From an optimization exercise on the open Yosys and OpenROAD flow, aimed at small area; shortcuts taken in it are not production practice.
Where RTL was checked, it was by simulation tests only, not by an equivalence proof against the original.
The clock input has no modelled driver; a real chip could not lean on it and would need a root buffer or a full tree.
Power is estimated from default activity; no workload was simulated.

## v2
==> module recursive_ma_fir, before the edit <==
module recursive_ma_fir(
	input logic clk, input logic reset_n,
	input  logic signed [15:0] d,
	output logic signed [15:0] q_8tap,
	output logic signed [15:0] q_rma
	);
	localparam int SK = 14;
	localparam int YK = 12;
	logic [15:0] del [6:0];
	logic [15:0] n7;     
	integer i;
	logic [2:0] cnt;
	always_ff@(posedge clk)
		if (reset_n == 1'b0)
			cnt <= 3'd0;
		else if (cnt != 3'd7)
			cnt <= cnt + 3'd1;
	logic m;
	assign m = reset_n & (cnt == 3'd7);
	logic [15:0] n6;     
	assign n6 = ~({16{m}} & del[6]);
	always_ff@(posedge clk) begin
		del[0] <= d;
		for (i = 1; i <= 6; i = i+1)
			del[i] <= del[i-1];
		n7 <= n6;
	end
	genvar g;
	logic [SK-1:0]  s_lo;      
	logic [18:SK]   s_hi;      
	logic           s_c;       
	logic [18:0]    s;         
	logic [19:SK] ic;
	assign ic[SK] = s_c;
	generate for (g = SK; g < 18; g = g + 1) begin : s_inc
		rma_ha u (.a(s_hi[g]), .b(ic[g]), .s(s[g]), .co(ic[g+1]));
	end endgenerate
	assign s[18] = s_hi[18] ^ ic[18];
	assign s[SK-1:0] = s_lo;
	logic [15:0] db, nb;
	assign db = {~d[15], d[14:0]};
	assign nb = {~n7[15], n7[14:0]};
	logic [15:0] ss, sk;
	generate for (g = 0; g < 16; g = g + 1) begin : s_csa
		rma_fa u (.a(s[g]), .b(db[g]), .c(nb[g]), .s(ss[g]), .co(sk[g]));
	end endgenerate
	logic [SK:0]   lc;
	logic [SK-1:0] lo_n;
	assign lo_n[0] = ~ss[0];
	assign lc[1]   = ss[0];
	generate for (g = 1; g < SK; g = g + 1) begin : s_lo_cpa
		rma_fa u (.a(ss[g]), .b(sk[g-1]), .c(lc[g]), .s(lo_n[g]), .co(lc[g+1]));
	end endgenerate
	logic [16:SK]  hc;
	logic [18:SK]  hi_n;
	rma_ha h0 (.a(ss[SK]), .b(sk[SK-1]), .s(hi_n[SK]), .co(hc[SK+1]));
	generate for (g = SK + 1; g < 16; g = g + 1) begin : s_hi_cpa
		rma_fa u (.a(ss[g]), .b(sk[g-1]), .c(hc[g]), .s(hi_n[g]), .co(hc[g+1]));
	end endgenerate
	assign hi_n[18:16] = s[18:16] + {2'b00, sk[15]} + {2'b00, hc[16]} + 3'b111;
	always_ff@(posedge clk)
		if (reset_n == 1'b0) begin
			s_lo <= '0;
			s_hi <= '0;
			s_c  <= 1'b0;
		end else begin
			s_lo <= lo_n;
			s_hi <= hi_n;
			s_c  <= lc[SK];
		end
	assign q_8tap = s[18:3];
	logic [YK-1:0] y_lo;      
	logic [15:YK]  y_hi;      
	logic          y_c;       
	logic [15:0]   y;         
	logic [16:YK] jc;
	assign jc[YK] = y_c;
	generate for (g = YK; g < 15; g = g + 1) begin : y_inc
		rma_ha u (.a(y_hi[g]), .b(jc[g]), .s(y[g]), .co(jc[g+1]));
	end endgenerate
	assign y[15] = y_hi[15] ^ jc[15];
	assign y[YK-1:0] = y_lo;
	logic c1, c2, c3;
	assign c1 = d[0] | n6[0];
	assign c2 = (d[1] & n6[1]) | (d[1] & c1) | (n6[1] & c1);
	assign c3 = (d[2] & n6[2]) | (d[2] & c2) | (n6[2] & c2);
	logic [12:0] ya, yb, ys, yk;
	assign ya = {~d[15], d[14:3]};
	assign yb = {~n6[15], n6[14:3]};
	generate for (g = 0; g < 13; g = g + 1) begin : y_csa
		rma_fa u (.a(y[g]), .b(ya[g]), .c(yb[g]), .s(ys[g]), .co(yk[g]));
	end endgenerate
	logic [YK:1]   yc;
	logic [YK-1:0] ylo_n;
	rma_ha y0 (.a(ys[0]), .b(c3), .s(ylo_n[0]), .co(yc[1]));
	generate for (g = 1; g < YK; g = g + 1) begin : y_lo_cpa
		rma_fa u (.a(ys[g]), .b(yk[g-1]), .c(yc[g]), .s(ylo_n[g]), .co(yc[g+1]));
	end endgenerate
	logic [13:YK]  yh;
	logic [15:YK]  yhi_n;
	rma_ha y1 (.a(ys[YK]), .b(yk[YK-1]), .s(yhi_n[YK]), .co(yh[YK+1]));
	generate for (g = YK + 1; g < 13; g = g + 1) begin : y_hi_cpa
		rma_fa u (.a(ys[g]), .b(yk[g-1]), .c(yh[g]), .s(yhi_n[g]), .co(yh[g+1]));
	end endgenerate
	assign yhi_n[15:13] = y[15:13] + {2'b00, yk[12]} + {2'b00, yh[13]} + 3'b111;
	always_ff@(posedge clk)
		if (reset_n == 1'b0) begin
			y_lo <= '0;
			y_hi <= '0;
			y_c  <= 1'b0;
		end else begin
			y_lo <= ylo_n;
			y_hi <= yhi_n;
			y_c  <= yc[YK];
		end
	assign q_rma = y;
endmodule
export LEC_CHECK = 0
export CAP_MARGIN = 20
export CORE_MARGIN = 2
export CORE_UTILIZATION = 65
export PLACE_DENSITY = 0.75
export SLEW_MARGIN = 20
export SYNTH_HIERARCHICAL = 1
export SYNTH_MINIMUM_KEEP_SIZE = 0
create_clock -name core_clock -period 7.0 [get_ports {clk}]
standard.sh (not shown) runs the stock make flow with config.mk's settings and CLKGATE_MAP_FILE= SYNTH_SCRIPT=/design/flow/synth_recipe.tcl, a recipe that flattens the netlist after the stock synthesis.
==> flow/flow/run.sh <==
#!/bin/bash
# The standard layout (standard.sh, with the standard synthesis unchanged)
# with three changes:
# * the port buffers are buf_1 instead of the flow's default delay buffer;
# * clock tree synthesis inserts no dummy loads and builds with clkbuf_8;
# * after CTS, flow/clock_trim.tcl merges and downsizes leaf clock buffers
#   while every flip-flop clock pin keeps its slew well under the limit.
# The full make output goes to flow.log in the work folder; ORFS keeps each
# step's own log under orfs/logs.
set -euo pipefail
here=$(pwd)
bash standard.sh \
  "BUFFER_PORTS_ARGS=-buffer_cell sky130_fd_sc_hd__buf_1" \
  "CTS_ARGS=-sink_clustering_enable -repair_clock_nets -dont_use_dummy_load -buf_list sky130_fd_sc_hd__clkbuf_8" \
  "POST_CTS_TCL=$here/flow/clock_trim.tcl" \
  finish > flow.log 2>&1
Other scripts of this flow, unchanged in this note and not shown: flow/flow/clock_trim.tcl
### v2 -> v35
--- a/flow/design.v
+++ b/flow/design.v
@@ -7,18 +7,29 @@
 	localparam int SK = 14;
 	localparam int YK = 12;
 	logic [15:0] del [6:0];
 	logic [15:0] n7;     
 	integer i;
-	logic [2:0] cnt;
+	logic [2:0] st, st_n;
+	always_comb
+		case (st)
+			3'b000:  st_n = 3'b111;
+			3'b111:  st_n = 3'b001;
+			3'b001:  st_n = 3'b101;
+			3'b101:  st_n = 3'b100;
+			3'b100:  st_n = 3'b110;
+			3'b110:  st_n = 3'b010;
+			3'b010:  st_n = 3'b011;
+			default: st_n = 3'b011;
+		endcase
 	always_ff@(posedge clk)
 		if (reset_n == 1'b0)
-			cnt <= 3'd0;
-		else if (cnt != 3'd7)
-			cnt <= cnt + 3'd1;
+			st <= 3'd0;
+		else
+			st <= st_n;
 	logic m;
-	assign m = reset_n & (cnt == 3'd7);
+	assign m = reset_n & (st == 3'b011);
 	logic [15:0] n6;     
 	assign n6 = ~({16{m}} & del[6]);
 	always_ff@(posedge clk) begin
 		del[0] <= d;
 		for (i = 1; i <= 6; i = i+1)
Results
From v2 to v35 the numbers moved as follows: cell area after synthesis shrank by 34 um2; static leakage shrank by 0.000021 uW; clock period minus final worst setup slack shrank by 0.064 ns; worst-path maximum fanout shrank by 2.
Sequential fraction of total cell area on v35 is up relative to v2.
Number of standard cells after synthesis, v35 vs v2: down slightly
v35 ended up with a higher total wire length than v2 did.
Register-to-register slack (v35 over v2): increase, 0.55 ns
Lower net total in the final layout among v2 and v35: v35
Relative to v2, the area added between synthesis and finish of v35 is higher by 0.21 points.
v2 consumes less power than v35.
For v35, only the layout was checked, not whether the RTL still works.

-- afterwards: timing with drivers on the ports --
No port has a modelled driver above. Below, the same layouts with a new extraction and two added sets of constraints. Step 1 (the two cells are an assumption about what drives the block):
set clk [get_ports {clk}]
set_driving_cell -lib_cell sky130_fd_sc_hd__clkbuf_16 $clk
set_driving_cell -lib_cell sky130_fd_sc_hd__buf_2 [delete_from_list [all_inputs] $clk]
Step 2 times the ports against the registers' clock, not the clock port: input delays grow and output delays shrink by t, the midpoint of the rising clock arrivals with the driver on. a / b / c = no drivers / after step 1 / after step 2; a / b = the first two.
| run | t (ns) | setup WS [ns] | worst data-port slew with drivers (ns) |
|---|---|---|---|
| v2 | 0.424 | 0.105 / 0.113 / -0.311 | 0.04 |
| v35 | 0.412 | 0.169 / 0.178 / -0.234 | 0.03 |
With both steps, setup timing fails in v2 and v35, where it was met with ideal ports. The setup slack of v2, which loses most, moves by +0.008 ns with the drivers and by -0.416 ns with both steps.
